Context: an optimization exercise on an open-source flow, tuned for small area and a short achievable clock period. The choices shown serve that exercise and are no tape-out recipe. The RTL was checked by simulation tests, not by an equivalence proof against the original design. Power and IR drop assume default switching activity.

File: flow/design.v
`timescale 1ns / 1ps
module top (
    input             clk,
    input      [15:0] x,
    input      [15:0] y,
    output reg [31:0] Q_p
);
  wire [15:0] ax, ay;
  wire        s;
  roba_in u_in (.x(x), .y(y), .ax(ax), .ay(ay), .s(s));
  reg  [15:0] ax_r, ay_r;
  reg         s_r;
  always @(posedge clk) begin
    ax_r <= ax;
    ay_r <= ay;
    s_r  <= s;
  end
  wire [30:0] p;
  roba_mid u_mid (.ax(ax_r), .ay(ay_r), .s(s_r), .p(p));
  always @(posedge clk)
    Q_p <= {s_r, p};
endmodule
module roba_mid (
    input  [15:0] ax,
    input  [15:0] ay,
    input         s,
    output [30:0] p
);
  wire [3:0]  ex, ey;
  wire [13:0] dx;
  roba_exp rx (.a(ax), .e(ex), .d(dx));
  roba_exp ry (.a(ay), .e(ey), .d());
  wire [30:0] A, B;
  roba_sha sha (.d(ay), .e(ex), .o(A));    
  roba_shb shb (.d(dx), .e(ey), .o(B));    
  roba_add add (.a(A), .b(B), .inv(s), .s(p));
endmodule
module roba_exp (
    input  [15:0] a,
    output [3:0]  e,
    output [13:0] d
);
  wire [15:0] m;
  wire [15:0] ar, orr;    
  genvar j;
  generate
    for (j = 0; j < 16; j = j + 1) begin : g_r
      assign ar[j] = a[15-j];
      assign m[15-j] = (j == 0) ? 1'b0 : orr[j-1];
    end
  endgenerate
  roba_por #(.N(16)) por (.i(ar), .o(orr));
  wire [16:1] ge;
  assign ge[1]  = m[0];
  assign ge[2]  = m[1];
  generate
    for (j = 3; j < 16; j = j + 1) begin : g_ge
      assign ge[j] = m[j-1] | (a[j-1] & a[j-2]);
    end
  endgenerate
  assign ge[16] = 1'b0;
  assign e[3] = ge[8];
  assign e[2] = ge[4] & ~ge[8] | ge[12];
  assign e[1] = ge[2] & ~ge[4] | ge[6] & ~ge[8] | ge[10] & ~ge[12] | ge[14];
  assign e[0] = ge[1] & ~ge[2] | ge[3] & ~ge[4] | ge[5] & ~ge[6] | ge[7] & ~ge[8]
              | ge[9] & ~ge[10] | ge[11] & ~ge[12] | ge[13] & ~ge[14] | ge[15];
  wire [15:3] upt;
  generate
    for (j = 3; j < 16; j = j + 1) begin : g_up
      assign upt[j] = a[j-1] & a[j-2] & ~m[j-1];
    end
  endgenerate
  wire up = |upt;
  generate
    for (j = 0; j < 14; j = j + 1) begin : g_d
      assign d[j] = m[j] ? a[j] : up;
    end
  endgenerate
endmodule
module roba_por #(parameter N = 16, parameter L = 4) (
    input  [N-1:0] i,
    output [N-1:0] o
);
  wire [N-1:0] t [0:L];
  assign t[0] = i;
  genvar l, k;
  generate
    for (l = 0; l < L; l = l + 1) begin : lv
      for (k = 0; k < N; k = k + 1) begin : bt
        if ((k >> l) & 1) begin : op
          assign t[l+1][k] = t[l][k] | t[l][((k >> l) << l) - 1];
        end else begin : pass
          assign t[l+1][k] = t[l][k];
        end
      end
    end
  endgenerate
  assign o = t[L];
endmodule
module roba_in (
    input  [15:0] x,
    input  [15:0] y,
    output [15:0] ax,
    output [15:0] ay,
    output        s
);
  wire ns_1, l_2, l_3, l_4, l_5, l_6, l_7, l_8, l_9, l_10, l_11, l_12, l_13, l_14, l_15, l_16, l_17, t_18, an_19, t_20, an_21, t_22, an_23, t_24, an_25, t_26, an_27, t_28, an_29, t_30, an_31, t_32, an_33, t_34, an_35, t_36, an_37, t_38, an_39, t_40, an_41, t_42, an_43, t_44, an_45, t_46, an_47, z_48, ns_49, l_50, l_51, l_52, l_53, l_54, l_55, l_56, l_57, l_58, l_59, l_60, l_61, l_62, l_63, l_64, l_65, t_66, an_67, t_68, an_69, t_70, an_71, t_72, an_73, t_74, an_75, t_76, an_77, t_78, an_79, t_80, an_81, t_82, an_83, t_84, an_85, t_86, an_87, t_88, an_89, t_90, an_91, t_92, an_93, t_94, an_95, z_96, sx_97;
  g_inv u1 (x[15], ns_1);
  g_inv u2 (x[0], l_2);
  g_nor2 u3 (x[0], x[1], l_3);
  g_nor3 u4 (x[0], x[1], x[2], l_4);
  g_nor4 u5 (x[0], x[1], x[2], x[3], l_5);
  g_inv u6 (x[4], l_6);
  g_nor2 u7 (x[4], x[5], l_7);
  g_nor3 u8 (x[4], x[5], x[6], l_8);
  g_nor4 u9 (x[4], x[5], x[6], x[7], l_9);
  g_inv u10 (x[8], l_10);
  g_nor2 u11 (x[8], x[9], l_11);
  g_nor3 u12 (x[8], x[9], x[10], l_12);
  g_nor4 u13 (x[8], x[9], x[10], x[11], l_13);
  g_inv u14 (x[12], l_14);
  g_nor2 u15 (x[12], x[13], l_15);
  g_nor3 u16 (x[12], x[13], x[14], l_16);
  g_nor4 u17 (x[12], x[13], x[14], x[15], l_17);
  g_nor2 u18 (ns_1, l_2, t_18);
  g_xnor2 u19 (x[1], t_18, an_19);
  g_nor2 u20 (ns_1, l_3, t_20);
  g_xnor2 u21 (x[2], t_20, an_21);
  g_nor2 u22 (ns_1, l_4, t_22);
  g_xnor2 u23 (x[3], t_22, an_23);
  g_nor2 u24 (ns_1, l_5, t_24);
  g_xnor2 u25 (x[4], t_24, an_25);
  g_a21oi u26 (l_6, l_5, ns_1, t_26);
  g_xnor2 u27 (x[5], t_26, an_27);
  g_a21oi u28 (l_7, l_5, ns_1, t_28);
  g_xnor2 u29 (x[6], t_28, an_29);
  g_a21oi u30 (l_8, l_5, ns_1, t_30);
  g_xnor2 u31 (x[7], t_30, an_31);
  g_a21oi u32 (l_9, l_5, ns_1, t_32);
  g_xnor2 u33 (x[8], t_32, an_33);
  g_a31oi u34 (l_10, l_5, l_9, ns_1, t_34);
  g_xnor2 u35 (x[9], t_34, an_35);
  g_a31oi u36 (l_11, l_5, l_9, ns_1, t_36);
  g_xnor2 u37 (x[10], t_36, an_37);
  g_a31oi u38 (l_12, l_5, l_9, ns_1, t_38);
  g_xnor2 u39 (x[11], t_38, an_39);
  g_a31oi u40 (l_13, l_5, l_9, ns_1, t_40);
  g_xnor2 u41 (x[12], t_40, an_41);
  g_a41oi u42 (l_14, l_5, l_9, l_13, ns_1, t_42);
  g_xnor2 u43 (x[13], t_42, an_43);
  g_a41oi u44 (l_15, l_5, l_9, l_13, ns_1, t_44);
  g_xnor2 u45 (x[14], t_44, an_45);
  g_a41oi u46 (l_16, l_5, l_9, l_13, ns_1, t_46);
  g_xnor2 u47 (x[15], t_46, an_47);
  g_and4 u48 (l_5, l_9, l_13, l_17, z_48);
  g_inv u49 (y[15], ns_49);
  g_inv u50 (y[0], l_50);
  g_nor2 u51 (y[0], y[1], l_51);
  g_nor3 u52 (y[0], y[1], y[2], l_52);
  g_nor4 u53 (y[0], y[1], y[2], y[3], l_53);
  g_inv u54 (y[4], l_54);
  g_nor2 u55 (y[4], y[5], l_55);
  g_nor3 u56 (y[4], y[5], y[6], l_56);
  g_nor4 u57 (y[4], y[5], y[6], y[7], l_57);
  g_inv u58 (y[8], l_58);
  g_nor2 u59 (y[8], y[9], l_59);
  g_nor3 u60 (y[8], y[9], y[10], l_60);
  g_nor4 u61 (y[8], y[9], y[10], y[11], l_61);
  g_inv u62 (y[12], l_62);
  g_nor2 u63 (y[12], y[13], l_63);
  g_nor3 u64 (y[12], y[13], y[14], l_64);
  g_nor4 u65 (y[12], y[13], y[14], y[15], l_65);
  g_nor2 u66 (ns_49, l_50, t_66);
  g_xnor2 u67 (y[1], t_66, an_67);
  g_nor2 u68 (ns_49, l_51, t_68);
  g_xnor2 u69 (y[2], t_68, an_69);
  g_nor2 u70 (ns_49, l_52, t_70);
  g_xnor2 u71 (y[3], t_70, an_71);
  g_nor2 u72 (ns_49, l_53, t_72);
  g_xnor2 u73 (y[4], t_72, an_73);
  g_a21oi u74 (l_54, l_53, ns_49, t_74);
  g_xnor2 u75 (y[5], t_74, an_75);
  g_a21oi u76 (l_55, l_53, ns_49, t_76);
  g_xnor2 u77 (y[6], t_76, an_77);
  g_a21oi u78 (l_56, l_53, ns_49, t_78);
  g_xnor2 u79 (y[7], t_78, an_79);
  g_a21oi u80 (l_57, l_53, ns_49, t_80);
  g_xnor2 u81 (y[8], t_80, an_81);
  g_a31oi u82 (l_58, l_53, l_57, ns_49, t_82);
  g_xnor2 u83 (y[9], t_82, an_83);
  g_a31oi u84 (l_59, l_53, l_57, ns_49, t_84);
  g_xnor2 u85 (y[10], t_84, an_85);
  g_a31oi u86 (l_60, l_53, l_57, ns_49, t_86);
  g_xnor2 u87 (y[11], t_86, an_87);
  g_a31oi u88 (l_61, l_53, l_57, ns_49, t_88);
  g_xnor2 u89 (y[12], t_88, an_89);
  g_a41oi u90 (l_62, l_53, l_57, l_61, ns_49, t_90);
  g_xnor2 u91 (y[13], t_90, an_91);
  g_a41oi u92 (l_63, l_53, l_57, l_61, ns_49, t_92);
  g_xnor2 u93 (y[14], t_92, an_93);
  g_a41oi u94 (l_64, l_53, l_57, l_61, ns_49, t_94);
  g_xnor2 u95 (y[15], t_94, an_95);
  g_and4 u96 (l_53, l_57, l_61, l_65, z_96);
  g_xnor2 u97 (x[15], y[15], sx_97);
  g_nor2 gx0 (l_2, z_96, ax[0]);
  g_nor2 gy0 (l_50, z_48, ay[0]);
  g_nor2 gx1 (an_19, z_96, ax[1]);
  g_nor2 gy1 (an_67, z_48, ay[1]);
  g_nor2 gx2 (an_21, z_96, ax[2]);
  g_nor2 gy2 (an_69, z_48, ay[2]);
  g_nor2 gx3 (an_23, z_96, ax[3]);
  g_nor2 gy3 (an_71, z_48, ay[3]);
  g_nor2 gx4 (an_25, z_96, ax[4]);
  g_nor2 gy4 (an_73, z_48, ay[4]);
  g_nor2 gx5 (an_27, z_96, ax[5]);
  g_nor2 gy5 (an_75, z_48, ay[5]);
  g_nor2 gx6 (an_29, z_96, ax[6]);
  g_nor2 gy6 (an_77, z_48, ay[6]);
  g_nor2 gx7 (an_31, z_96, ax[7]);
  g_nor2 gy7 (an_79, z_48, ay[7]);
  g_nor2 gx8 (an_33, z_96, ax[8]);
  g_nor2 gy8 (an_81, z_48, ay[8]);
  g_nor2 gx9 (an_35, z_96, ax[9]);
  g_nor2 gy9 (an_83, z_48, ay[9]);
  g_nor2 gx10 (an_37, z_96, ax[10]);
  g_nor2 gy10 (an_85, z_48, ay[10]);
  g_nor2 gx11 (an_39, z_96, ax[11]);
  g_nor2 gy11 (an_87, z_48, ay[11]);
  g_nor2 gx12 (an_41, z_96, ax[12]);
  g_nor2 gy12 (an_89, z_48, ay[12]);
  g_nor2 gx13 (an_43, z_96, ax[13]);
  g_nor2 gy13 (an_91, z_48, ay[13]);
  g_nor2 gx14 (an_45, z_96, ax[14]);
  g_nor2 gy14 (an_93, z_48, ay[14]);
  g_nor2 gx15 (an_47, z_96, ax[15]);
  g_nor2 gy15 (an_95, z_48, ay[15]);
  g_nor3 gs (sx_97, z_48, z_96, s);
endmodule
module roba_sha (
    input  [15:0] d,
    input  [3:0]  e,
    output [30:0] o
);
  wire en_1, en_2, en_3, en_4, sh_5, sh_6, sh_7, sh_8, sh_9, sh_10, sh_11, sh_12, sh_13, sh_14, sh_15, sh_16, sh_17, sh_18, sh_19, sh_20, sh_21, sh_22, sh_23, sh_24, sh_25, sh_26, sh_27, sh_28, sh_29, sh_30, sh_31, sh_32, sh_33, sh_34, sh_35, sh_36, sh_37, sh_38, sh_39, sh_40, sh_41, sh_42, sh_43, sh_44, sh_45, sh_46, sh_47, sh_48, sh_49, sh_50, sh_51, sh_52, sh_53, sh_54, sh_55, sh_56, sh_57, sh_58, sh_59, sh_60, sh_61, sh_62, sh_63, sh_64, sh_65, sh_66, sh_67, sh_68, sh_69, sh_70, sh_71, sh_72, sh_73, sh_74, sh_75, sh_76, sh_77, sh_78, sh_79, sh_80, sh_81, sh_82, sh_83, sh_84, sh_85, sh_86, sh_87, sh_88, sh_89, sh_90, sh_91, sh_92, sh_93, sh_94, sh_95, sh_96, sh_97, sh_98, sh_99, sh_100, sh_101, sh_102, sh_103, sh_104, sh_105, sh_106, sh_107, sh_108, sh_109, sh_110, sh_111, sh_112, sh_113, sh_114, sh_115, sh_116, sh_117;
  g_inv u1 (e[3], en_1);
  g_inv u2 (e[2], en_2);
  g_inv u3 (e[1], en_3);
  g_inv u4 (e[0], en_4);
  g_nand2 u5 (en_1, d[0], sh_5);
  g_nand2 u6 (en_1, d[1], sh_6);
  g_nand2 u7 (en_1, d[2], sh_7);
  g_nand2 u8 (en_1, d[3], sh_8);
  g_nand2 u9 (en_1, d[4], sh_9);
  g_nand2 u10 (en_1, d[5], sh_10);
  g_nand2 u11 (en_1, d[6], sh_11);
  g_nand2 u12 (en_1, d[7], sh_12);
  g_o22ai u13 (d[0], en_1, d[8], e[3], sh_13);
  g_o22ai u14 (d[1], en_1, d[9], e[3], sh_14);
  g_o22ai u15 (d[2], en_1, d[10], e[3], sh_15);
  g_o22ai u16 (d[3], en_1, d[11], e[3], sh_16);
  g_o22ai u17 (d[4], en_1, d[12], e[3], sh_17);
  g_o22ai u18 (d[5], en_1, d[13], e[3], sh_18);
  g_o22ai u19 (d[6], en_1, d[14], e[3], sh_19);
  g_o22ai u20 (d[7], en_1, d[15], e[3], sh_20);
  g_nand2 u21 (e[3], d[8], sh_21);
  g_nand2 u22 (e[3], d[9], sh_22);
  g_nand2 u23 (e[3], d[10], sh_23);
  g_nand2 u24 (e[3], d[11], sh_24);
  g_nand2 u25 (e[3], d[12], sh_25);
  g_nand2 u26 (e[3], d[13], sh_26);
  g_nand2 u27 (e[3], d[14], sh_27);
  g_nand2 u28 (e[3], d[15], sh_28);
  g_nor2 u29 (e[2], sh_5, sh_29);
  g_nor2 u30 (e[2], sh_6, sh_30);
  g_nor2 u31 (e[2], sh_7, sh_31);
  g_nor2 u32 (e[2], sh_8, sh_32);
  g_o22ai u33 (sh_5, en_2, sh_9, e[2], sh_33);
  g_o22ai u34 (sh_6, en_2, sh_10, e[2], sh_34);
  g_o22ai u35 (sh_7, en_2, sh_11, e[2], sh_35);
  g_o22ai u36 (sh_8, en_2, sh_12, e[2], sh_36);
  g_o22ai u37 (sh_9, en_2, sh_13, e[2], sh_37);
  g_o22ai u38 (sh_10, en_2, sh_14, e[2], sh_38);
  g_o22ai u39 (sh_11, en_2, sh_15, e[2], sh_39);
  g_o22ai u40 (sh_12, en_2, sh_16, e[2], sh_40);
  g_o22ai u41 (sh_13, en_2, sh_17, e[2], sh_41);
  g_o22ai u42 (sh_14, en_2, sh_18, e[2], sh_42);
  g_o22ai u43 (sh_15, en_2, sh_19, e[2], sh_43);
  g_o22ai u44 (sh_16, en_2, sh_20, e[2], sh_44);
  g_o22ai u45 (sh_17, en_2, sh_21, e[2], sh_45);
  g_o22ai u46 (sh_18, en_2, sh_22, e[2], sh_46);
  g_o22ai u47 (sh_19, en_2, sh_23, e[2], sh_47);
  g_o22ai u48 (sh_20, en_2, sh_24, e[2], sh_48);
  g_o22ai u49 (sh_21, en_2, sh_25, e[2], sh_49);
  g_o22ai u50 (sh_22, en_2, sh_26, e[2], sh_50);
  g_o22ai u51 (sh_23, en_2, sh_27, e[2], sh_51);
  g_o22ai u52 (sh_24, en_2, sh_28, e[2], sh_52);
  g_nor2 u53 (en_2, sh_25, sh_53);
  g_nor2 u54 (en_2, sh_26, sh_54);
  g_nor2 u55 (en_2, sh_27, sh_55);
  g_nor2 u56 (en_2, sh_28, sh_56);
  g_nand2 u57 (en_3, sh_29, sh_57);
  g_nand2 u58 (en_3, sh_30, sh_58);
  g_o22ai u59 (sh_29, en_3, sh_31, e[1], sh_59);
  g_o22ai u60 (sh_30, en_3, sh_32, e[1], sh_60);
  g_o22ai u61 (sh_31, en_3, sh_33, e[1], sh_61);
  g_o22ai u62 (sh_32, en_3, sh_34, e[1], sh_62);
  g_o22ai u63 (sh_33, en_3, sh_35, e[1], sh_63);
  g_o22ai u64 (sh_34, en_3, sh_36, e[1], sh_64);
  g_o22ai u65 (sh_35, en_3, sh_37, e[1], sh_65);
  g_o22ai u66 (sh_36, en_3, sh_38, e[1], sh_66);
  g_o22ai u67 (sh_37, en_3, sh_39, e[1], sh_67);
  g_o22ai u68 (sh_38, en_3, sh_40, e[1], sh_68);
  g_o22ai u69 (sh_39, en_3, sh_41, e[1], sh_69);
  g_o22ai u70 (sh_40, en_3, sh_42, e[1], sh_70);
  g_o22ai u71 (sh_41, en_3, sh_43, e[1], sh_71);
  g_o22ai u72 (sh_42, en_3, sh_44, e[1], sh_72);
  g_o22ai u73 (sh_43, en_3, sh_45, e[1], sh_73);
  g_o22ai u74 (sh_44, en_3, sh_46, e[1], sh_74);
  g_o22ai u75 (sh_45, en_3, sh_47, e[1], sh_75);
  g_o22ai u76 (sh_46, en_3, sh_48, e[1], sh_76);
  g_o22ai u77 (sh_47, en_3, sh_49, e[1], sh_77);
  g_o22ai u78 (sh_48, en_3, sh_50, e[1], sh_78);
  g_o22ai u79 (sh_49, en_3, sh_51, e[1], sh_79);
  g_o22ai u80 (sh_50, en_3, sh_52, e[1], sh_80);
  g_o22ai u81 (sh_51, en_3, sh_53, e[1], sh_81);
  g_o22ai u82 (sh_52, en_3, sh_54, e[1], sh_82);
  g_o22ai u83 (sh_53, en_3, sh_55, e[1], sh_83);
  g_o22ai u84 (sh_54, en_3, sh_56, e[1], sh_84);
  g_nand2 u85 (e[1], sh_55, sh_85);
  g_nand2 u86 (e[1], sh_56, sh_86);
  g_nor2 u87 (e[0], sh_57, sh_87);
  g_o22ai u88 (sh_57, en_4, sh_58, e[0], sh_88);
  g_o22ai u89 (sh_58, en_4, sh_59, e[0], sh_89);
  g_o22ai u90 (sh_59, en_4, sh_60, e[0], sh_90);
  g_o22ai u91 (sh_60, en_4, sh_61, e[0], sh_91);
  g_o22ai u92 (sh_61, en_4, sh_62, e[0], sh_92);
  g_o22ai u93 (sh_62, en_4, sh_63, e[0], sh_93);
  g_o22ai u94 (sh_63, en_4, sh_64, e[0], sh_94);
  g_o22ai u95 (sh_64, en_4, sh_65, e[0], sh_95);
  g_o22ai u96 (sh_65, en_4, sh_66, e[0], sh_96);
  g_o22ai u97 (sh_66, en_4, sh_67, e[0], sh_97);
  g_o22ai u98 (sh_67, en_4, sh_68, e[0], sh_98);
  g_o22ai u99 (sh_68, en_4, sh_69, e[0], sh_99);
  g_o22ai u100 (sh_69, en_4, sh_70, e[0], sh_100);
  g_o22ai u101 (sh_70, en_4, sh_71, e[0], sh_101);
  g_o22ai u102 (sh_71, en_4, sh_72, e[0], sh_102);
  g_o22ai u103 (sh_72, en_4, sh_73, e[0], sh_103);
  g_o22ai u104 (sh_73, en_4, sh_74, e[0], sh_104);
  g_o22ai u105 (sh_74, en_4, sh_75, e[0], sh_105);
  g_o22ai u106 (sh_75, en_4, sh_76, e[0], sh_106);
  g_o22ai u107 (sh_76, en_4, sh_77, e[0], sh_107);
  g_o22ai u108 (sh_77, en_4, sh_78, e[0], sh_108);
  g_o22ai u109 (sh_78, en_4, sh_79, e[0], sh_109);
  g_o22ai u110 (sh_79, en_4, sh_80, e[0], sh_110);
  g_o22ai u111 (sh_80, en_4, sh_81, e[0], sh_111);
  g_o22ai u112 (sh_81, en_4, sh_82, e[0], sh_112);
  g_o22ai u113 (sh_82, en_4, sh_83, e[0], sh_113);
  g_o22ai u114 (sh_83, en_4, sh_84, e[0], sh_114);
  g_o22ai u115 (sh_84, en_4, sh_85, e[0], sh_115);
  g_o22ai u116 (sh_85, en_4, sh_86, e[0], sh_116);
  g_nor2 u117 (en_4, sh_86, sh_117);
  assign o[0] = sh_87;
  assign o[1] = sh_88;
  assign o[2] = sh_89;
  assign o[3] = sh_90;
  assign o[4] = sh_91;
  assign o[5] = sh_92;
  assign o[6] = sh_93;
  assign o[7] = sh_94;
  assign o[8] = sh_95;
  assign o[9] = sh_96;
  assign o[10] = sh_97;
  assign o[11] = sh_98;
  assign o[12] = sh_99;
  assign o[13] = sh_100;
  assign o[14] = sh_101;
  assign o[15] = sh_102;
  assign o[16] = sh_103;
  assign o[17] = sh_104;
  assign o[18] = sh_105;
  assign o[19] = sh_106;
  assign o[20] = sh_107;
  assign o[21] = sh_108;
  assign o[22] = sh_109;
  assign o[23] = sh_110;
  assign o[24] = sh_111;
  assign o[25] = sh_112;
  assign o[26] = sh_113;
  assign o[27] = sh_114;
  assign o[28] = sh_115;
  assign o[29] = sh_116;
  assign o[30] = sh_117;
endmodule
module roba_shb (
    input  [13:0] d,
    input  [3:0]  e,
    output [30:0] o
);
  wire en_1, en_2, en_3, en_4, sn_5, sh_6, sh_7, sh_8, sh_9, sh_10, sh_11, sh_12, sh_13, sh_14, sh_15, sh_16, sh_17, sh_18, sh_19, sh_20, sh_21, sh_22, sh_23, sh_24, sh_25, sh_26, sh_27, sh_28, sh_29, sh_30, sh_31, sh_32, sh_33, sh_34, sh_35, sh_36, sh_37, sh_38, sh_39, sh_40, sh_41, sh_42, sh_43, sh_44, sh_45, sh_46, sh_47, sh_48, sh_49, sh_50, sh_51, sh_52, sh_53, sh_54, sh_55, sh_56, sh_57, sh_58, sh_59, sh_60, sh_61, sh_62, sh_63, sh_64, sh_65, sh_66, sh_67, sh_68, sh_69, sh_70, sh_71, sh_72, sh_73, sh_74, sh_75, sh_76, sh_77, sh_78, sh_79, sh_80, sh_81, sh_82, sh_83;
  g_inv u1 (e[0], en_1);
  g_inv u2 (e[1], en_2);
  g_inv u3 (e[2], en_3);
  g_inv u4 (e[3], en_4);
  g_inv u5 (d[13], sn_5);
  g_nand2 u6 (en_1, d[0], sh_6);
  g_o22ai u7 (d[0], en_1, d[1], e[0], sh_7);
  g_o22ai u8 (d[1], en_1, d[2], e[0], sh_8);
  g_o22ai u9 (d[2], en_1, d[3], e[0], sh_9);
  g_o22ai u10 (d[3], en_1, d[4], e[0], sh_10);
  g_o22ai u11 (d[4], en_1, d[5], e[0], sh_11);
  g_o22ai u12 (d[5], en_1, d[6], e[0], sh_12);
  g_o22ai u13 (d[6], en_1, d[7], e[0], sh_13);
  g_o22ai u14 (d[7], en_1, d[8], e[0], sh_14);
  g_o22ai u15 (d[8], en_1, d[9], e[0], sh_15);
  g_o22ai u16 (d[9], en_1, d[10], e[0], sh_16);
  g_o22ai u17 (d[10], en_1, d[11], e[0], sh_17);
  g_o22ai u18 (d[11], en_1, d[12], e[0], sh_18);
  g_o22ai u19 (d[12], en_1, d[13], e[0], sh_19);
  g_nor2 u20 (e[1], sh_6, sh_20);
  g_nor2 u21 (e[1], sh_7, sh_21);
  g_o22ai u22 (sh_6, en_2, sh_8, e[1], sh_22);
  g_o22ai u23 (sh_7, en_2, sh_9, e[1], sh_23);
  g_o22ai u24 (sh_8, en_2, sh_10, e[1], sh_24);
  g_o22ai u25 (sh_9, en_2, sh_11, e[1], sh_25);
  g_o22ai u26 (sh_10, en_2, sh_12, e[1], sh_26);
  g_o22ai u27 (sh_11, en_2, sh_13, e[1], sh_27);
  g_o22ai u28 (sh_12, en_2, sh_14, e[1], sh_28);
  g_o22ai u29 (sh_13, en_2, sh_15, e[1], sh_29);
  g_o22ai u30 (sh_14, en_2, sh_16, e[1], sh_30);
  g_o22ai u31 (sh_15, en_2, sh_17, e[1], sh_31);
  g_o22ai u32 (sh_16, en_2, sh_18, e[1], sh_32);
  g_o22ai u33 (sh_17, en_2, sh_19, e[1], sh_33);
  g_o22ai u34 (sh_18, en_2, sn_5, e[1], sh_34);
  g_o22ai u35 (sh_19, en_2, sn_5, e[1], sh_35);
  g_nand2 u36 (en_3, sh_20, sh_36);
  g_nand2 u37 (en_3, sh_21, sh_37);
  g_nand2 u38 (en_3, sh_22, sh_38);
  g_nand2 u39 (en_3, sh_23, sh_39);
  g_o22ai u40 (sh_20, en_3, sh_24, e[2], sh_40);
  g_o22ai u41 (sh_21, en_3, sh_25, e[2], sh_41);
  g_o22ai u42 (sh_22, en_3, sh_26, e[2], sh_42);
  g_o22ai u43 (sh_23, en_3, sh_27, e[2], sh_43);
  g_o22ai u44 (sh_24, en_3, sh_28, e[2], sh_44);
  g_o22ai u45 (sh_25, en_3, sh_29, e[2], sh_45);
  g_o22ai u46 (sh_26, en_3, sh_30, e[2], sh_46);
  g_o22ai u47 (sh_27, en_3, sh_31, e[2], sh_47);
  g_o22ai u48 (sh_28, en_3, sh_32, e[2], sh_48);
  g_o22ai u49 (sh_29, en_3, sh_33, e[2], sh_49);
  g_o22ai u50 (sh_30, en_3, sh_34, e[2], sh_50);
  g_o22ai u51 (sh_31, en_3, sh_35, e[2], sh_51);
  g_o22ai u52 (sh_32, en_3, d[13], e[2], sh_52);
  g_o22ai u53 (sh_33, en_3, d[13], e[2], sh_53);
  g_o22ai u54 (sh_34, en_3, d[13], e[2], sh_54);
  g_o22ai u55 (sh_35, en_3, d[13], e[2], sh_55);
  g_nor2 u56 (e[3], sh_36, sh_56);
  g_nor2 u57 (e[3], sh_37, sh_57);
  g_nor2 u58 (e[3], sh_38, sh_58);
  g_nor2 u59 (e[3], sh_39, sh_59);
  g_nor2 u60 (e[3], sh_40, sh_60);
  g_nor2 u61 (e[3], sh_41, sh_61);
  g_nor2 u62 (e[3], sh_42, sh_62);
  g_nor2 u63 (e[3], sh_43, sh_63);
  g_o22ai u64 (sh_36, en_4, sh_44, e[3], sh_64);
  g_o22ai u65 (sh_37, en_4, sh_45, e[3], sh_65);
  g_o22ai u66 (sh_38, en_4, sh_46, e[3], sh_66);
  g_o22ai u67 (sh_39, en_4, sh_47, e[3], sh_67);
  g_o22ai u68 (sh_40, en_4, sh_48, e[3], sh_68);
  g_o22ai u69 (sh_41, en_4, sh_49, e[3], sh_69);
  g_o22ai u70 (sh_42, en_4, sh_50, e[3], sh_70);
  g_o22ai u71 (sh_43, en_4, sh_51, e[3], sh_71);
  g_o22ai u72 (sh_44, en_4, sh_52, e[3], sh_72);
  g_o22ai u73 (sh_45, en_4, sh_53, e[3], sh_73);
  g_o22ai u74 (sh_46, en_4, sh_54, e[3], sh_74);
  g_o22ai u75 (sh_47, en_4, sh_55, e[3], sh_75);
  g_o22ai u76 (sh_48, en_4, sn_5, e[3], sh_76);
  g_o22ai u77 (sh_49, en_4, sn_5, e[3], sh_77);
  g_o22ai u78 (sh_50, en_4, sn_5, e[3], sh_78);
  g_o22ai u79 (sh_51, en_4, sn_5, e[3], sh_79);
  g_o22ai u80 (sh_52, en_4, sn_5, e[3], sh_80);
  g_o22ai u81 (sh_53, en_4, sn_5, e[3], sh_81);
  g_o22ai u82 (sh_54, en_4, sn_5, e[3], sh_82);
  g_o22ai u83 (sh_55, en_4, sn_5, e[3], sh_83);
  assign o[0] = sh_56;
  assign o[1] = sh_57;
  assign o[2] = sh_58;
  assign o[3] = sh_59;
  assign o[4] = sh_60;
  assign o[5] = sh_61;
  assign o[6] = sh_62;
  assign o[7] = sh_63;
  assign o[8] = sh_64;
  assign o[9] = sh_65;
  assign o[10] = sh_66;
  assign o[11] = sh_67;
  assign o[12] = sh_68;
  assign o[13] = sh_69;
  assign o[14] = sh_70;
  assign o[15] = sh_71;
  assign o[16] = sh_72;
  assign o[17] = sh_73;
  assign o[18] = sh_74;
  assign o[19] = sh_75;
  assign o[20] = sh_76;
  assign o[21] = sh_77;
  assign o[22] = sh_78;
  assign o[23] = sh_79;
  assign o[24] = sh_80;
  assign o[25] = sh_81;
  assign o[26] = sh_82;
  assign o[27] = sh_83;
  assign o[28] = d[13];
  assign o[29] = d[13];
  assign o[30] = d[13];
endmodule
module roba_add (
    input  [30:0] a,
    input  [30:0] b,
    input         inv,
    output [30:0] s
);
  wire g_1, h_2, g_3, h_4, g_5, h_6, g_7, h_8, g_9, h_10, g_11, h_12, g_13, h_14, g_15, h_16, g_17, h_18, g_19, h_20, g_21, h_22, g_23, h_24, g_25, h_26, g_27, h_28, g_29, h_30, g_31, h_32, g_33, h_34, g_35, h_36, g_37, h_38, g_39, h_40, g_41, h_42, g_43, h_44, g_45, h_46, g_47, h_48, g_49, h_50, g_51, h_52, g_53, h_54, g_55, h_56, g_57, h_58, g_59, h_60, g_61, h_62, G_63, G_64, P_65, G_66, P_67, G_68, P_69, G_70, P_71, G_72, P_73, G_74, P_75, G_76, P_77, G_78, P_79, G_80, P_81, G_82, P_83, G_84, P_85, G_86, P_87, G_88, P_89, G_90, P_91, i_92, G_93, G_94, i_95, G_96, i_97, P_98, G_99, P_100, i_101, G_102, i_103, P_104, G_105, P_106, i_107, G_108, i_109, P_110, G_111, P_112, i_113, G_114, i_115, P_116, G_117, P_118, i_119, G_120, i_121, P_122, G_123, P_124, i_125, G_126, i_127, P_128, G_129, P_130, i_131, G_132, i_133, P_134, G_135, i_136, G_137, G_138, G_139, G_140, P_141, i_142, G_143, i_144, P_145, G_146, P_147, G_148, P_149, G_150, P_151, i_152, G_153, i_154, P_155, G_156, P_157, G_158, P_159, G_160, P_161, i_162, G_163, i_164, P_165, G_166, P_167, i_168, G_169, G_170, G_171, G_172, G_173, G_174, G_175, G_176, i_177, G_178, i_179, P_180, G_181, P_182, G_183, P_184, G_185, P_186, G_187, P_188, G_189, P_190, G_191, P_192, G_193, i_194, G_195, G_196, G_197, G_198, G_199, G_200, G_201, G_202, G_203, G_204, G_205, G_206, G_207, G_208, hs_209, hs_210, o_211, hs_212, o_213, hs_214, o_215, hs_216, o_217, hs_218, o_219, hs_220, o_221, hs_222, o_223, hs_224, o_225, hs_226, o_227, hs_228, o_229, hs_230, o_231, hs_232, o_233, hs_234, o_235, hs_236, o_237, hs_238, o_239, hs_240, o_241, hs_242, o_243, hs_244, o_245, hs_246, o_247, hs_248, o_249, hs_250, o_251, hs_252, o_253, hs_254, o_255, hs_256, o_257, hs_258, o_259, hs_260, o_261, hs_262, o_263, hs_264, o_265, hs_266, o_267, hs_268, o_269;
  g_nand2 u1 (a[0], b[0], g_1);
  g_xnor2 u2 (a[0], b[0], h_2);
  g_nand2 u3 (a[1], b[1], g_3);
  g_xnor2 u4 (a[1], b[1], h_4);
  g_nand2 u5 (a[2], b[2], g_5);
  g_xnor2 u6 (a[2], b[2], h_6);
  g_nand2 u7 (a[3], b[3], g_7);
  g_xnor2 u8 (a[3], b[3], h_8);
  g_nand2 u9 (a[4], b[4], g_9);
  g_xnor2 u10 (a[4], b[4], h_10);
  g_nand2 u11 (a[5], b[5], g_11);
  g_xnor2 u12 (a[5], b[5], h_12);
  g_nand2 u13 (a[6], b[6], g_13);
  g_xnor2 u14 (a[6], b[6], h_14);
  g_nand2 u15 (a[7], b[7], g_15);
  g_xnor2 u16 (a[7], b[7], h_16);
  g_nand2 u17 (a[8], b[8], g_17);
  g_xnor2 u18 (a[8], b[8], h_18);
  g_nand2 u19 (a[9], b[9], g_19);
  g_xnor2 u20 (a[9], b[9], h_20);
  g_nand2 u21 (a[10], b[10], g_21);
  g_xnor2 u22 (a[10], b[10], h_22);
  g_nand2 u23 (a[11], b[11], g_23);
  g_xnor2 u24 (a[11], b[11], h_24);
  g_nand2 u25 (a[12], b[12], g_25);
  g_xnor2 u26 (a[12], b[12], h_26);
  g_nand2 u27 (a[13], b[13], g_27);
  g_xnor2 u28 (a[13], b[13], h_28);
  g_nand2 u29 (a[14], b[14], g_29);
  g_xnor2 u30 (a[14], b[14], h_30);
  g_nand2 u31 (a[15], b[15], g_31);
  g_xnor2 u32 (a[15], b[15], h_32);
  g_nand2 u33 (a[16], b[16], g_33);
  g_xnor2 u34 (a[16], b[16], h_34);
  g_nand2 u35 (a[17], b[17], g_35);
  g_xnor2 u36 (a[17], b[17], h_36);
  g_nand2 u37 (a[18], b[18], g_37);
  g_xnor2 u38 (a[18], b[18], h_38);
  g_nand2 u39 (a[19], b[19], g_39);
  g_xnor2 u40 (a[19], b[19], h_40);
  g_nand2 u41 (a[20], b[20], g_41);
  g_xnor2 u42 (a[20], b[20], h_42);
  g_nand2 u43 (a[21], b[21], g_43);
  g_xnor2 u44 (a[21], b[21], h_44);
  g_nand2 u45 (a[22], b[22], g_45);
  g_xnor2 u46 (a[22], b[22], h_46);
  g_nand2 u47 (a[23], b[23], g_47);
  g_xnor2 u48 (a[23], b[23], h_48);
  g_nand2 u49 (a[24], b[24], g_49);
  g_xnor2 u50 (a[24], b[24], h_50);
  g_nand2 u51 (a[25], b[25], g_51);
  g_xnor2 u52 (a[25], b[25], h_52);
  g_nand2 u53 (a[26], b[26], g_53);
  g_xnor2 u54 (a[26], b[26], h_54);
  g_nand2 u55 (a[27], b[27], g_55);
  g_xnor2 u56 (a[27], b[27], h_56);
  g_nand2 u57 (a[28], b[28], g_57);
  g_xnor2 u58 (a[28], b[28], h_58);
  g_nand2 u59 (a[29], b[29], g_59);
  g_xnor2 u60 (a[29], b[29], h_60);
  g_nand2 u61 (a[30], b[30], g_61);
  g_xnor2 u62 (a[30], b[30], h_62);
  g_o21ai u63 (h_4, g_1, g_3, G_63);
  g_o21ai u64 (h_8, g_5, g_7, G_64);
  g_nor2 u65 (h_8, h_6, P_65);
  g_o21ai u66 (h_12, g_9, g_11, G_66);
  g_nor2 u67 (h_12, h_10, P_67);
  g_o21ai u68 (h_16, g_13, g_15, G_68);
  g_nor2 u69 (h_16, h_14, P_69);
  g_o21ai u70 (h_20, g_17, g_19, G_70);
  g_nor2 u71 (h_20, h_18, P_71);
  g_o21ai u72 (h_24, g_21, g_23, G_72);
  g_nor2 u73 (h_24, h_22, P_73);
  g_o21ai u74 (h_28, g_25, g_27, G_74);
  g_nor2 u75 (h_28, h_26, P_75);
  g_o21ai u76 (h_32, g_29, g_31, G_76);
  g_nor2 u77 (h_32, h_30, P_77);
  g_o21ai u78 (h_36, g_33, g_35, G_78);
  g_nor2 u79 (h_36, h_34, P_79);
  g_o21ai u80 (h_40, g_37, g_39, G_80);
  g_nor2 u81 (h_40, h_38, P_81);
  g_o21ai u82 (h_44, g_41, g_43, G_82);
  g_nor2 u83 (h_44, h_42, P_83);
  g_o21ai u84 (h_48, g_45, g_47, G_84);
  g_nor2 u85 (h_48, h_46, P_85);
  g_o21ai u86 (h_52, g_49, g_51, G_86);
  g_nor2 u87 (h_52, h_50, P_87);
  g_o21ai u88 (h_56, g_53, g_55, G_88);
  g_nor2 u89 (h_56, h_54, P_89);
  g_o21ai u90 (h_60, g_57, g_59, G_90);
  g_nor2 u91 (h_60, h_58, P_91);
  g_inv u92 (G_63, i_92);
  g_o21ai u93 (h_6, i_92, g_5, G_93);
  g_a21oi u94 (P_65, G_63, G_64, G_94);
  g_inv u95 (G_66, i_95);
  g_o21ai u96 (h_14, i_95, g_13, G_96);
  g_inv u97 (P_67, i_97);
  g_nor2 u98 (h_14, i_97, P_98);
  g_a21oi u99 (P_69, G_66, G_68, G_99);
  g_nand2 u100 (P_69, P_67, P_100);
  g_inv u101 (G_70, i_101);
  g_o21ai u102 (h_22, i_101, g_21, G_102);
  g_inv u103 (P_71, i_103);
  g_nor2 u104 (h_22, i_103, P_104);
  g_a21oi u105 (P_73, G_70, G_72, G_105);
  g_nand2 u106 (P_73, P_71, P_106);
  g_inv u107 (G_74, i_107);
  g_o21ai u108 (h_30, i_107, g_29, G_108);
  g_inv u109 (P_75, i_109);
  g_nor2 u110 (h_30, i_109, P_110);
  g_a21oi u111 (P_77, G_74, G_76, G_111);
  g_nand2 u112 (P_77, P_75, P_112);
  g_inv u113 (G_78, i_113);
  g_o21ai u114 (h_38, i_113, g_37, G_114);
  g_inv u115 (P_79, i_115);
  g_nor2 u116 (h_38, i_115, P_116);
  g_a21oi u117 (P_81, G_78, G_80, G_117);
  g_nand2 u118 (P_81, P_79, P_118);
  g_inv u119 (G_82, i_119);
  g_o21ai u120 (h_46, i_119, g_45, G_120);
  g_inv u121 (P_83, i_121);
  g_nor2 u122 (h_46, i_121, P_122);
  g_a21oi u123 (P_85, G_82, G_84, G_123);
  g_nand2 u124 (P_85, P_83, P_124);
  g_inv u125 (G_86, i_125);
  g_o21ai u126 (h_54, i_125, g_53, G_126);
  g_inv u127 (P_87, i_127);
  g_nor2 u128 (h_54, i_127, P_128);
  g_a21oi u129 (P_89, G_86, G_88, G_129);
  g_nand2 u130 (P_89, P_87, P_130);
  g_inv u131 (G_90, i_131);
  g_o21ai u132 (h_62, i_131, g_61, G_132);
  g_inv u133 (P_91, i_133);
  g_nor2 u134 (h_62, i_133, P_134);
  g_o21ai u135 (h_10, G_94, g_9, G_135);
  g_inv u136 (G_94, i_136);
  g_a21oi u137 (P_67, i_136, G_66, G_137);
  g_a21oi u138 (P_98, i_136, G_96, G_138);
  g_o21ai u139 (P_100, G_94, G_99, G_139);
  g_o21ai u140 (h_26, G_105, g_25, G_140);
  g_nor2 u141 (h_26, P_106, P_141);
  g_inv u142 (G_105, i_142);
  g_a21oi u143 (P_75, i_142, G_74, G_143);
  g_inv u144 (P_106, i_144);
  g_nand2 u145 (P_75, i_144, P_145);
  g_a21oi u146 (P_110, i_142, G_108, G_146);
  g_nand2 u147 (P_110, i_144, P_147);
  g_o21ai u148 (P_112, G_105, G_111, G_148);
  g_nor2 u149 (P_112, P_106, P_149);
  g_o21ai u150 (h_42, G_117, g_41, G_150);
  g_nor2 u151 (h_42, P_118, P_151);
  g_inv u152 (G_117, i_152);
  g_a21oi u153 (P_83, i_152, G_82, G_153);
  g_inv u154 (P_118, i_154);
  g_nand2 u155 (P_83, i_154, P_155);
  g_a21oi u156 (P_122, i_152, G_120, G_156);
  g_nand2 u157 (P_122, i_154, P_157);
  g_o21ai u158 (P_124, G_117, G_123, G_158);
  g_nor2 u159 (P_124, P_118, P_159);
  g_o21ai u160 (h_58, G_129, g_57, G_160);
  g_nor2 u161 (h_58, P_130, P_161);
  g_inv u162 (G_129, i_162);
  g_a21oi u163 (P_91, i_162, G_90, G_163);
  g_inv u164 (P_130, i_164);
  g_nand2 u165 (P_91, i_164, P_165);
  g_a21oi u166 (P_134, i_162, G_132, G_166);
  g_nand2 u167 (P_134, i_164, P_167);
  g_inv u168 (G_139, i_168);
  g_o21ai u169 (h_18, i_168, g_17, G_169);
  g_a21oi u170 (P_71, G_139, G_70, G_170);
  g_a21oi u171 (P_104, G_139, G_102, G_171);
  g_o21ai u172 (P_106, i_168, G_105, G_172);
  g_a21oi u173 (P_141, G_139, G_140, G_173);
  g_o21ai u174 (P_145, i_168, G_143, G_174);
  g_o21ai u175 (P_147, i_168, G_146, G_175);
  g_a21oi u176 (P_149, G_139, G_148, G_176);
  g_inv u177 (G_158, i_177);
  g_o21ai u178 (h_50, i_177, g_49, G_178);
  g_inv u179 (P_159, i_179);
  g_nor2 u180 (h_50, i_179, P_180);
  g_a21oi u181 (P_87, G_158, G_86, G_181);
  g_nand2 u182 (P_87, P_159, P_182);
  g_a21oi u183 (P_128, G_158, G_126, G_183);
  g_nand2 u184 (P_128, P_159, P_184);
  g_o21ai u185 (P_130, i_177, G_129, G_185);
  g_nor2 u186 (P_130, i_179, P_186);
  g_a21oi u187 (P_161, G_158, G_160, G_187);
  g_nand2 u188 (P_161, P_159, P_188);
  g_o21ai u189 (P_165, i_177, G_163, G_189);
  g_nor2 u190 (P_165, i_179, P_190);
  g_o21ai u191 (P_167, i_177, G_166, G_191);
  g_nor2 u192 (P_167, i_179, P_192);
  g_o21ai u193 (h_34, G_176, g_33, G_193);
  g_inv u194 (G_176, i_194);
  g_a21oi u195 (P_79, i_194, G_78, G_195);
  g_a21oi u196 (P_116, i_194, G_114, G_196);
  g_o21ai u197 (P_118, G_176, G_117, G_197);
  g_a21oi u198 (P_151, i_194, G_150, G_198);
  g_o21ai u199 (P_155, G_176, G_153, G_199);
  g_o21ai u200 (P_157, G_176, G_156, G_200);
  g_a21oi u201 (P_159, i_194, G_158, G_201);
  g_a21oi u202 (P_180, i_194, G_178, G_202);
  g_o21ai u203 (P_182, G_176, G_181, G_203);
  g_o21ai u204 (P_184, G_176, G_183, G_204);
  g_a21oi u205 (P_186, i_194, G_185, G_205);
  g_o21ai u206 (P_188, G_176, G_187, G_206);
  g_a21oi u207 (P_190, i_194, G_189, G_207);
  g_a21oi u208 (P_192, i_194, G_191, G_208);
  g_xnor2 u209 (h_2, inv, hs_209);
  g_xnor2 u210 (h_4, inv, hs_210);
  g_xnor2 u211 (hs_210, g_1, o_211);
  g_xnor2 u212 (h_6, inv, hs_212);
  g_xor2 u213 (hs_212, G_63, o_213);
  g_xnor2 u214 (h_8, inv, hs_214);
  g_xor2 u215 (hs_214, G_93, o_215);
  g_xnor2 u216 (h_10, inv, hs_216);
  g_xnor2 u217 (hs_216, G_94, o_217);
  g_xnor2 u218 (h_12, inv, hs_218);
  g_xor2 u219 (hs_218, G_135, o_219);
  g_xnor2 u220 (h_14, inv, hs_220);
  g_xnor2 u221 (hs_220, G_137, o_221);
  g_xnor2 u222 (h_16, inv, hs_222);
  g_xnor2 u223 (hs_222, G_138, o_223);
  g_xnor2 u224 (h_18, inv, hs_224);
  g_xor2 u225 (hs_224, G_139, o_225);
  g_xnor2 u226 (h_20, inv, hs_226);
  g_xor2 u227 (hs_226, G_169, o_227);
  g_xnor2 u228 (h_22, inv, hs_228);
  g_xnor2 u229 (hs_228, G_170, o_229);
  g_xnor2 u230 (h_24, inv, hs_230);
  g_xnor2 u231 (hs_230, G_171, o_231);
  g_xnor2 u232 (h_26, inv, hs_232);
  g_xor2 u233 (hs_232, G_172, o_233);
  g_xnor2 u234 (h_28, inv, hs_234);
  g_xnor2 u235 (hs_234, G_173, o_235);
  g_xnor2 u236 (h_30, inv, hs_236);
  g_xor2 u237 (hs_236, G_174, o_237);
  g_xnor2 u238 (h_32, inv, hs_238);
  g_xor2 u239 (hs_238, G_175, o_239);
  g_xnor2 u240 (h_34, inv, hs_240);
  g_xnor2 u241 (hs_240, G_176, o_241);
  g_xnor2 u242 (h_36, inv, hs_242);
  g_xor2 u243 (hs_242, G_193, o_243);
  g_xnor2 u244 (h_38, inv, hs_244);
  g_xnor2 u245 (hs_244, G_195, o_245);
  g_xnor2 u246 (h_40, inv, hs_246);
  g_xnor2 u247 (hs_246, G_196, o_247);
  g_xnor2 u248 (h_42, inv, hs_248);
  g_xor2 u249 (hs_248, G_197, o_249);
  g_xnor2 u250 (h_44, inv, hs_250);
  g_xnor2 u251 (hs_250, G_198, o_251);
  g_xnor2 u252 (h_46, inv, hs_252);
  g_xor2 u253 (hs_252, G_199, o_253);
  g_xnor2 u254 (h_48, inv, hs_254);
  g_xor2 u255 (hs_254, G_200, o_255);
  g_xnor2 u256 (h_50, inv, hs_256);
  g_xnor2 u257 (hs_256, G_201, o_257);
  g_xnor2 u258 (h_52, inv, hs_258);
  g_xnor2 u259 (hs_258, G_202, o_259);
  g_xnor2 u260 (h_54, inv, hs_260);
  g_xor2 u261 (hs_260, G_203, o_261);
  g_xnor2 u262 (h_56, inv, hs_262);
  g_xor2 u263 (hs_262, G_204, o_263);
  g_xnor2 u264 (h_58, inv, hs_264);
  g_xnor2 u265 (hs_264, G_205, o_265);
  g_xnor2 u266 (h_60, inv, hs_266);
  g_xor2 u267 (hs_266, G_206, o_267);
  g_xnor2 u268 (h_62, inv, hs_268);
  g_xnor2 u269 (hs_268, G_207, o_269);
  assign s[0] = hs_209;
  assign s[1] = o_211;
  assign s[2] = o_213;
  assign s[3] = o_215;
  assign s[4] = o_217;
  assign s[5] = o_219;
  assign s[6] = o_221;
  assign s[7] = o_223;
  assign s[8] = o_225;
  assign s[9] = o_227;
  assign s[10] = o_229;
  assign s[11] = o_231;
  assign s[12] = o_233;
  assign s[13] = o_235;
  assign s[14] = o_237;
  assign s[15] = o_239;
  assign s[16] = o_241;
  assign s[17] = o_243;
  assign s[18] = o_245;
  assign s[19] = o_247;
  assign s[20] = o_249;
  assign s[21] = o_251;
  assign s[22] = o_253;
  assign s[23] = o_255;
  assign s[24] = o_257;
  assign s[25] = o_259;
  assign s[26] = o_261;
  assign s[27] = o_263;
  assign s[28] = o_265;
  assign s[29] = o_267;
  assign s[30] = o_269;
endmodule
module g_inv   (input a, output y);                   assign y = ~a;                      endmodule
module g_nand2 (input a, input b, output y);          assign y = ~(a & b);                endmodule
module g_nor2  (input a, input b, output y);          assign y = ~(a | b);                endmodule
module g_xor2  (input a, input b, output y);          assign y = a ^ b;                   endmodule
module g_xnor2 (input a, input b, output y);          assign y = ~(a ^ b);                endmodule
module g_a21oi (input a1, input a2, input b1, output y); assign y = ~((a1 & a2) | b1);    endmodule
module g_o21ai (input a1, input a2, input b1, output y); assign y = ~((a1 | a2) & b1);    endmodule
module g_o22ai (input a1, input a2, input b1, input b2, output y); assign y = ~((a1 | a2) & (b1 | b2)); endmodule
module g_nor3  (input a, input b, input c, output y); assign y = ~(a | b | c);          endmodule
module g_nor4  (input a, input b, input c, input d, output y); assign y = ~(a | b | c | d); endmodule
module g_and4  (input a, input b, input c, input d, output y); assign y = a & b & c & d;  endmodule
module g_a31oi (input a1, input a2, input a3, input b1, output y); assign y = ~((a1 & a2 & a3) | b1); endmodule
module g_a41oi (input a1, input a2, input a3, input a4, input b1, output y); assign y = ~((a1 & a2 & a3 & a4) | b1); endmodule
File: flow/flow/run.sh
#!/bin/bash
# Own layout flow: the standard ORFS flow with these changes:
#  - synthesis keeps the modules named in KEEP (flattened again at the end, as the standard flow's script
#    does) so that ABC maps each with a script of its own (ABC_PLAN: module:script pairs);
#  - ports get PORT_BUF buffers;
#  - timing repair aims SETUP_MARGIN ns below the clock period.
# Every tool's output goes to a log file in the work folder (and ORFS's own logs under orfs/logs).
set -euo pipefail
WORK=$(pwd)
FLOWDIR=$WORK/flow
source $FLOWDIR/settings.sh

cp config.mk my_config.mk
cat >> my_config.mk <<EOC
export SETUP_SLACK_MARGIN = ${SETUP_MARGIN}
export TNS_END_PERCENT = 100
export BUFFER_PORTS_ARGS = -buffer_cell ${PORT_BUF}
export SYNTH_KEEP_MODULES = ${KEEP:-}
EOC
[ -n "${EXTRA_MK:-}" ] && printf '%b\n' "$EXTRA_MK" >> my_config.mk

# synthesis script: the standard flow's, with abc run once per module of ABC_PLAN, each with its own script
{
  echo "proc abc {args} {"
  echo "  set i [lsearch -exact \$args -script]"
  echo "  foreach {mod scr} {${ABC_PLAN}} {"
  echo "    set a \$args"
  echo "    lset a [expr {\$i + 1}] $FLOWDIR/\$scr"
  echo "    yosys abc {*}\$a \$mod"
  echo "  }"
  echo "}"
  cat synth_recipe.tcl
} > my_synth.tcl

make -C "$FLOW_HOME" DESIGN_CONFIG=$WORK/my_config.mk WORK_HOME=$WORK/orfs CLKGATE_MAP_FILE= \
  SYNTH_SCRIPT=$WORK/my_synth.tcl finish > $WORK/make_finish.log 2>&1

RES=$WORK/orfs/results/$FLOW_PLATFORM/top/base
: # left out here: write the final layout as DEF
File: flow/flow/amap.abc
strash; dch -f; amap
File: flow/flow/exp.abc
strash; dch -f; map -D 900; topo; buffer -N 8; upsize -D 900; dnsize -D 900; stime -p
File: flow/flow/fast.abc
strash; dch -f; map -D 700; topo; buffer -N 6; upsize -D 700; dnsize -D 700; stime -p
File: flow/flow/gate.abc
strash; map -a
File: flow/flow/settings.sh
SETUP_MARGIN=9.5
PORT_BUF=sky130_fd_sc_hd__buf_1
KEEP="roba_exp g_inv g_nand2 g_nor2 g_xor2 g_xnor2 g_a21oi g_o21ai g_o22ai g_nor3 g_nor4 g_and4 g_a31oi g_a41oi"
ABC_PLAN="roba_exp exp.abc g_* gate.abc top amap.abc"
EXTRA_MK='export ADDER_MAP_FILE =
export CTS_BUF_LIST = sky130_fd_sc_hd__clkbuf_8
export CTS_CLUSTER_SIZE = 32
export CTS_CLUSTER_DIAMETER = 60
export CORE_UTILIZATION = 65'
File: flow/standard.sh
#!/bin/bash
# synth_recipe.tcl (not shown) runs the flow's synth.tcl, then flattens the netlist and writes it again
# the make line also repeats each setting of config.mk as NAME=value (left out here)
make -C /OpenROAD-flow-scripts/flow DESIGN_CONFIG=/design/flow/config.mk WORK_HOME=/design/flow/orfs CLKGATE_MAP_FILE= SYNTH_SCRIPT=/design/flow/synth_recipe.tcl "${@:-finish}"
File: flow/config.mk
export PLATFORM = sky130hd
export DESIGN_NAME = top
export DESIGN_NICKNAME = top
export VERILOG_FILES = /design/flow/design.v
export SDC_FILE = /design/flow/constraint.sdc
export NUM_CORES = 8
export LEC_CHECK = 0
export CAP_MARGIN = 20
export CORE_MARGIN = 2
export CORE_UTILIZATION = 40
export SLEW_MARGIN = 20
File: flow/constraint.sdc
create_clock -name core_clock -period 14.0 [get_ports {clk}]
set_input_delay 2.8000 -clock core_clock [delete_from_list [all_inputs] [get_ports {clk}]]
set_output_delay 2.8000 -clock core_clock [all_outputs]
set_load 0.01 [all_outputs]
==> metrics.md, run 1 <==
| Metric | Value |
|---|---|
| Outcome | `complete, no violations` |
| IO Count | `65` |
| First-pass GRT wire length | `24940 um` |
| Setup TNS | `0 ns` |
| LEAKAGE | `2.180 nW` |
| Die X-Extent | `96.52 um` |
| Final Hold Viols | `0` |
| Overflow after GRT | `0` |
| Final setup fails | `0` |
| Gate power share | `52.2%` |
| Max cap viols | `0` |
| Net Count, Synth | `844` |
| Num CTS Buffers | `9` |
| Fin crit period | `4.410 ns` |
| Min-delay src | `s_r$_DFF_P_` |
| Number of core rows | `33` |
| Period utilisation layout | `31.50%` |
| P_int | `0.5419 mW` |
| Largest net degree at the start of global routing | `33` |
| CP Capture Type | `flip-flop` |
| Switching share of power | `42.26%` |
| Die Y | `96.52 um` |
| Crit path DAT | `4.65 ns` |
| Hold Crit Class | `flip-flop to flip-flop` |
| Drt drc | `0` |
| Clock power share | `19.5%` |
| Least-Margin Pin Slew | `1.024 ns` |
| Hold buffer count at CTS | `0` |
| Setup ws final | `9.590 ns` |
| Vias in the first global route | `5653` |
| Routed Antenna Nets | `0` |
| I/O Buffers | `64` |
| Setup crit start | `ay_r[11]$_DFF_P_` |
| Layout cells sized above 1 | `10.78%` |
| Initial DRC Count | `911` |
| Drt pass-1 iters | `7` |
| Pwr dens | `142.6 nW/um^2` |
| N_diodes | `0` |
| Area Growth Syn to Fin | `18.28%` |
| Part of the power in registers | `28.3%` |
| Starting density of the core | `67.38%` |
| Fmax | `226.8 MHz` |
| Via-to-Cell Ratio | `6.510` |
| Overall routing resource usage | `33.40%` |
| Worst reg2reg path depth | `23` |
| Critical path data required time | `14.24 ns` |
| Crit path capture | `Q_p[21]$_DFF_P_` |
| DR WL/cell | `16.08 um` |
| Via count | `6543` |
| CTS max path bufs | `2` |
| Non-Filler Instances | `1005` |
| Reg2reg setup slack | `9.59 ns` |
| Clock Latency Late Sink | `0.36 ns` |
| Initial antenna violation count | `0` |
| RR Endpoint | `Q_p[21]$_DFF_P_` |
| Yosys warns | `2` |
| Clock sink count | `65` |
| Place WS | `8.581 ns` |
| Clock skew | `0.005413 ns` |
| Startpoint class of the critical path | `flip-flop` |
| Critical-path maximum fanout | `32` |
| Max-slew headroom | `31.72%` |
| Sw power | `0.3967 mW` |
| CTS tree | `built` |
| Htree depth | `3` |
| Cells after Synth | `811` |
| Final Net Count | `929` |
| Mapped cell area | `5564 um^2` |
| RSZ-0062 raised after global routing | `yes` |
| Worst vdd ir | `63.31 uV` |
| Final HPWL DP | `11210 um` |
| Average cell area after synthesis | `6.861 um^2` |
| GP Congestion | `1.012` |
| Root Driver | `clkbuf_8` |
| Final wirelength | `16160 um` |
| Full die area | `9316 um^2` |
| R2r startpoint | `ay_r[11]$_DFF_P_` |
| Crit Path Category | `flip-flop to flip-flop` |
| Pins over their slew limit | `0` |
| Reg clk slew, reported paths | `0.07 ns` |
| Tot Pwr | `0.9386 mW` |
| Placed Cells | `978` |
| Core area | `8258 um^2` |
critical path, stage by stage (launching register included):
cell        delay [ns]
dfxtp_1           0.34
inv_2             0.07
nand2_2           0.07
nor3_4            0.14
nand2_4           0.09
inv_1             0.16
nand2_8           0.18
a21oi_1           0.18
a211oi_1          0.06
nand4_1           0.19
buf_4             0.15
clkinvlp_4        0.14
o22ai_1           0.27
nor2_1            0.10
o22ai_1           0.30
nor2_2            0.11
xnor2_2           0.23
o21ai_0           0.21
a21oi_1           0.29
o21ai_4           0.16
a21oi_4           0.26
clkinvlp_4        0.23
a21oi_1           0.25
xnor2_1           0.10
repair_timing:
| item | CTS | global route |
|---|---|---|
| pin swaps | 4 | 5 |
| buffers inserted | 2 | 6 |
| gates cloned | 3 | 1 |
| gates resized for setup | 16 | 38 |
| endpoints found under the setup margin | 59 | 52 |
routing by layer:
layer,vias up,part of all wire (%),global-route usage (%)
met4,0,5.1,15.96
li1,3107,-,-
met1,2905,40,40.87
met2,414,47,57.64
met3,117,8.2,4.577
met5,-,0,0
worst min path at each step:
stage                            to  cells after the start  slack [ns]
floorplan            Q_p[1]$_DFF_P_                      6        0.72
global placement     Q_p[1]$_DFF_P_                      6        0.80
detailed placement   Q_p[1]$_DFF_P_                      6        0.81
global route        Q_p[31]$_DFF_P_                      0        0.88
CTS                  Q_p[1]$_DFF_P_                      6        0.83
finish              Q_p[31]$_DFF_P_                      0        0.87
final cells by class:
cell class | instances | area [um^2]
Inverter | 80 | 332.8
Clock buffer | 12 | 165.2
Timing Repair Buffer | 73 | 311.5
Fill cell | 581 | 1677
Timing Repair inverter | 2 | 13.76
Clock inverter | 3 | 63.81
Tap cell | 105 | 131.4
Sequential cell | 65 | 1303
Multi-Input combinational cell | 665 | 4260
through the flow:
stage                     area [um^2]  util, %  hold WS, ns
final                            6581    79.70       0.8661
after global routing             6581    79.70       0.8783
after CTS                        6345    76.83       0.8313
after detailed placement         6007    72.74       0.8145
after global placement           6007    72.74       0.8029
after floorplan                  5647        -       0.7180
state kept, by name, summed over array words and instances (netlist names):
signal and count:
s_r 1, ax_r 16, ay_r 16, Q_p 32
power by group through the flow:
stage	Combinational (mW)	Clock (mW)	Sequential, mW
after CTS	0.454	0.184	0.266
final	0.490	0.183	0.266
after global placement	0.431	0	0.267
after detailed placement	0.445	0	0.269
after floorplan	0.328	0	0.284
after global routing	0.538	0.190	0.274
layout by cell type (no fill, tap or decap), types with 5 or more instances in the layout:
master / n
a21oi_1: 52
a31oi_1: 9
a41oi_1: 15
buf_1: 64
buf_4: 8
clkbuf_8: 12
clkinv_1: 38
clkinvlp_4: 5
dfxtp_1: 64
inv_1: 30
nand2_1: 82
nor2_1: 113
nor2_2: 8
nor3_1: 12
o21ai_0: 50
o22ai_1: 142
xnor2_1: 100
xnor2_2: 8
xor2_1: 15
==> run 2, diff against run 1 <==
==> flow/flow/settings.sh (replaced) <==
SETUP_MARGIN=9.5
PORT_BUF=sky130_fd_sc_hd__buf_1
KEEP="roba_exp g_inv g_nand2 g_nor2 g_xor2 g_xnor2 g_a21oi g_o21ai g_o22ai g_nor3 g_nor4 g_and4 g_a31oi g_a41oi"
ABC_PLAN="roba_exp exp.abc g_* gate.abc top amap.abc"
EXTRA_MK='export ADDER_MAP_FILE =
export CTS_BUF_LIST = sky130_fd_sc_hd__clkbuf_8
export CTS_CLUSTER_SIZE = 64
export CTS_CLUSTER_DIAMETER = 200'
==> run 2 against run 1 <==
Effect of this change:
- worst hold slack got worse by 0.058 ns
- sequential power about the same
- non-clock buffer count up 5
- combinational power down 3%
- critical path type is now input pin to flip-flop
- critical endpoint is now ax_r[12]$_DFF_P_
==> metrics.md, run 2 <==
| Metric | Value |
|---|---|
| Largest register FFs | `32` |
| Drt pass-1 iters | `7` |
| Final Net Count | `933` |
| IO Count | `65` |
| Area Growth Syn to Fin | `19.92%` |
| Hold Path Depth | `6` |
| Overflow after GRT | `0` |
| Average cell area after synthesis | `6.861 um^2` |
| Overall routing resource usage | `19.98%` |
| Critical-path maximum fanout | `17` |
| P_int | `0.5261 mW` |
| Largest register by flop count | `Q_p` |
| LEAKAGE | `2.195 nW` |
| Largest regs | `Q_p (32), ax_r (16), ay_r (16)` |
| Num CTS Buffers | `9` |
| Largest net degree at the start of global routing | `33` |
| Clock skew | `0.01914 ns` |
| Vias in the first global route | `5084` |
| Clock sink count | `65` |
| Full die area | `14870 um^2` |
| First-pass GRT wire length | `24140 um` |
| Least-Margin Pin Slew | `1.003 ns` |
| Startpoint class of the critical path | `input pin` |
| Final Hold Viols | `0` |
| Net Count, Synth | `844` |
| Initial DRC Count | `562` |
| Final setup fails | `0` |
| Worst reg2reg path depth | `23` |
| Sw power | `0.3880 mW` |
| Mapped cell area | `5564 um^2` |
| Worst vdd ir | `55.00 uV` |
| Reg clk slew, reported paths | `0.07 ns` |
| Die Y | `121.9 um` |
| Layout cells sized above 1 | `11.27%` |
| Via count | `5952` |
| Final HPWL DP | `11280 um` |
| I/O Buffers | `64` |
| Hold Crit Class | `flip-flop to flip-flop` |
| N_diodes | `0` |
| Max-slew headroom | `33.14%` |
| Register area | `1304 um^2` |
| Via-to-Cell Ratio | `5.486` |
| Critical path data required time | `14.23 ns` |
| Final wirelength | `15110 um` |
| Setup TNS | `0 ns` |
| Die X-Extent | `121.9 um` |
| Clock Latency Late Sink | `0.38 ns` |
| Pwr dens | `137.0 nW/um^2` |
| Filler cells | `1414` |
| Max cap viols | `0` |
| Pins over their slew limit | `0` |
| Period utilisation layout | `30.28%` |
| Part of the power in registers | `29.0%` |
| Crit Path Category | `input pin to flip-flop` |
| CTS max path bufs | `2` |
| Initial antenna violation count | `0` |
| CTS tree | `built` |
| Crit path DAT | `4.46 ns` |
| Fmax | `235.9 MHz` |
| Drt drc | `0` |
| Starting density of the core | `40.56%` |
| Fin crit period | `4.239 ns` |
| Most common cell after layout, fill and taps aside | `o22ai_1` |
| Outcome | `complete, no violations` |
| Yosys warns | `2` |
| Root Driver | `clkbuf_8` |
| Clock power share | `19.2%` |
| RSZ-0062 raised after global routing | `no` |
| Multi-input logic area | `4228 um^2` |
| Switching share of power | `42.44%` |
| Core area | `13720 um^2` |
| Number of core rows | `43` |
| GP Congestion | `0.9122` |
| DR WL/cell | `13.93 um` |
| Most frequent cells in the layout | `144 x o22ai_1, 117 x nor2_1, 98 x xnor2_1` |
| Dpl cell area | `6116 um^2` |
| Routed Antenna Nets | `0` |
| CP Capture Type | `flip-flop` |
| Gate power share | `51.7%` |
| Htree depth | `3` |
| Cells after Synth | `811` |
| Final Instance Area | `6673 um^2` |
==> run 2: final timing paths <==
path,from,endpoint,slack [ns]
max,y[5],ax_r[12]$_DFF_P_,9.76
min reg2reg,ay_r[0]$_DFF_P_,Q_p[1]$_DFF_P_,0.81
max reg2reg,ay_r[15]$_DFF_P_,Q_p[19]$_DFF_P_,9.80
min,ay_r[0]$_DFF_P_,Q_p[1]$_DFF_P_,0.81
==> run 2: power by group through the flow <==
| stage | logic (mW) | registers [mW] | clock network, mW |
|---|---|---|---|
| floorplan | 0.328 | 0.284 | 0 |
| global placement | 0.445 | 0.268 | 0 |
| detailed placement | 0.445 | 0.270 | 0 |
| CTS | 0.452 | 0.266 | 0.179 |
| global route | 0.526 | 0.272 | 0.189 |
| finish | 0.473 | 0.265 | 0.176 |
==> run 2: per-layer routing <==
metal	up-vias	global-route usage (%)	share of wire [%]
met5	-	0	0
met4	0	7.759	2.7
met3	37	3.558	6.5
met2	233	31.11	43
met1	2580	27.41	48
li1	3102	-	-
==> run 2: what timing repair did <==
item	CTS	global route
endpoints found under the hold margin	0	0
setup endpoints to repair	40	51
pin swaps	4	5
cloned	3	0
buffers inserted	3	8
gates resized for setup	15	34
hold buffers	0	0
==> run 2: cell type report <==
class                           count  share of cell area [%]
Clock buffer                       12                   2.475
Clock inverter                      4                  0.7500
Inverter                           80                   4.988
Multi-Input combinational cell    665                   63.36
Sequential cell                    65                   19.54
Tap cell                          180                   3.375
Timing Repair Buffer               78                   5.419
Timing Repair inverter              1                 0.09376
==> run 2: through the flow <==
step / instances / worst slack [ns] / hold WS [ns] / power (mW) / util, %
3_3_place_gp: 1055 / 8.725 / 0.8255 / 0.7138 / 44.58
4_1_cts: 1077 / 9.506 / 0.8058 / 0.8966 / 46.91
3_5_place_dp: 1055 / 8.692 / 0.7890 / 0.7144 / 44.58
5_1_grt: 1085 / 9.474 / 0.8687 / 0.9870 / 48.64
2_1_floorplan: 811 / 9.525 / 0.7180 / 0.6120 / -
6_report: 1085 / 9.761 / 0.8081 / 0.9140 / 48.64
==> run 2: worst max-delay path, cell delays in order <==
cell	delay [ns]
buf_1	0.13
nor4_2	0.69
nand3_1	0.19
nor2_2	0.51
nor2_1	0.14

-- afterwards: timing with drivers on the ports --
No port has a modelled driver above. Below, the same layouts with a new extraction and two added sets of constraints.
Step 1: set_driving_cell puts a clkbuf_16 on clk and a buf_2 on each other input, an assumption about the parent block.
Step 2 times the ports against the registers' clock, not the clock port: input delays grow and output delays shrink by t, the midpoint of the rising clock arrivals with the driver on.
a / b / c = ideal ports / drivers / drivers and shift; a / b = the first two.
run | shift t [ns] | setup WS [ns] | worst register clock-pin slew, ns | worst data-port slew with drivers (ns)
run 1 | 0.389 | 9.590 / 9.590 / 9.410 | 0.07 / 0.07 | 0.03
run 2 | 0.405 | 9.761 / 9.776 / 9.371 | 0.09 / 0.09 | 0.03
After both steps every run listed still meets setup and hold. For run 2, which loses most, drivers alone change the setup slack by +0.015 ns; drivers and shift together by -0.390 ns.
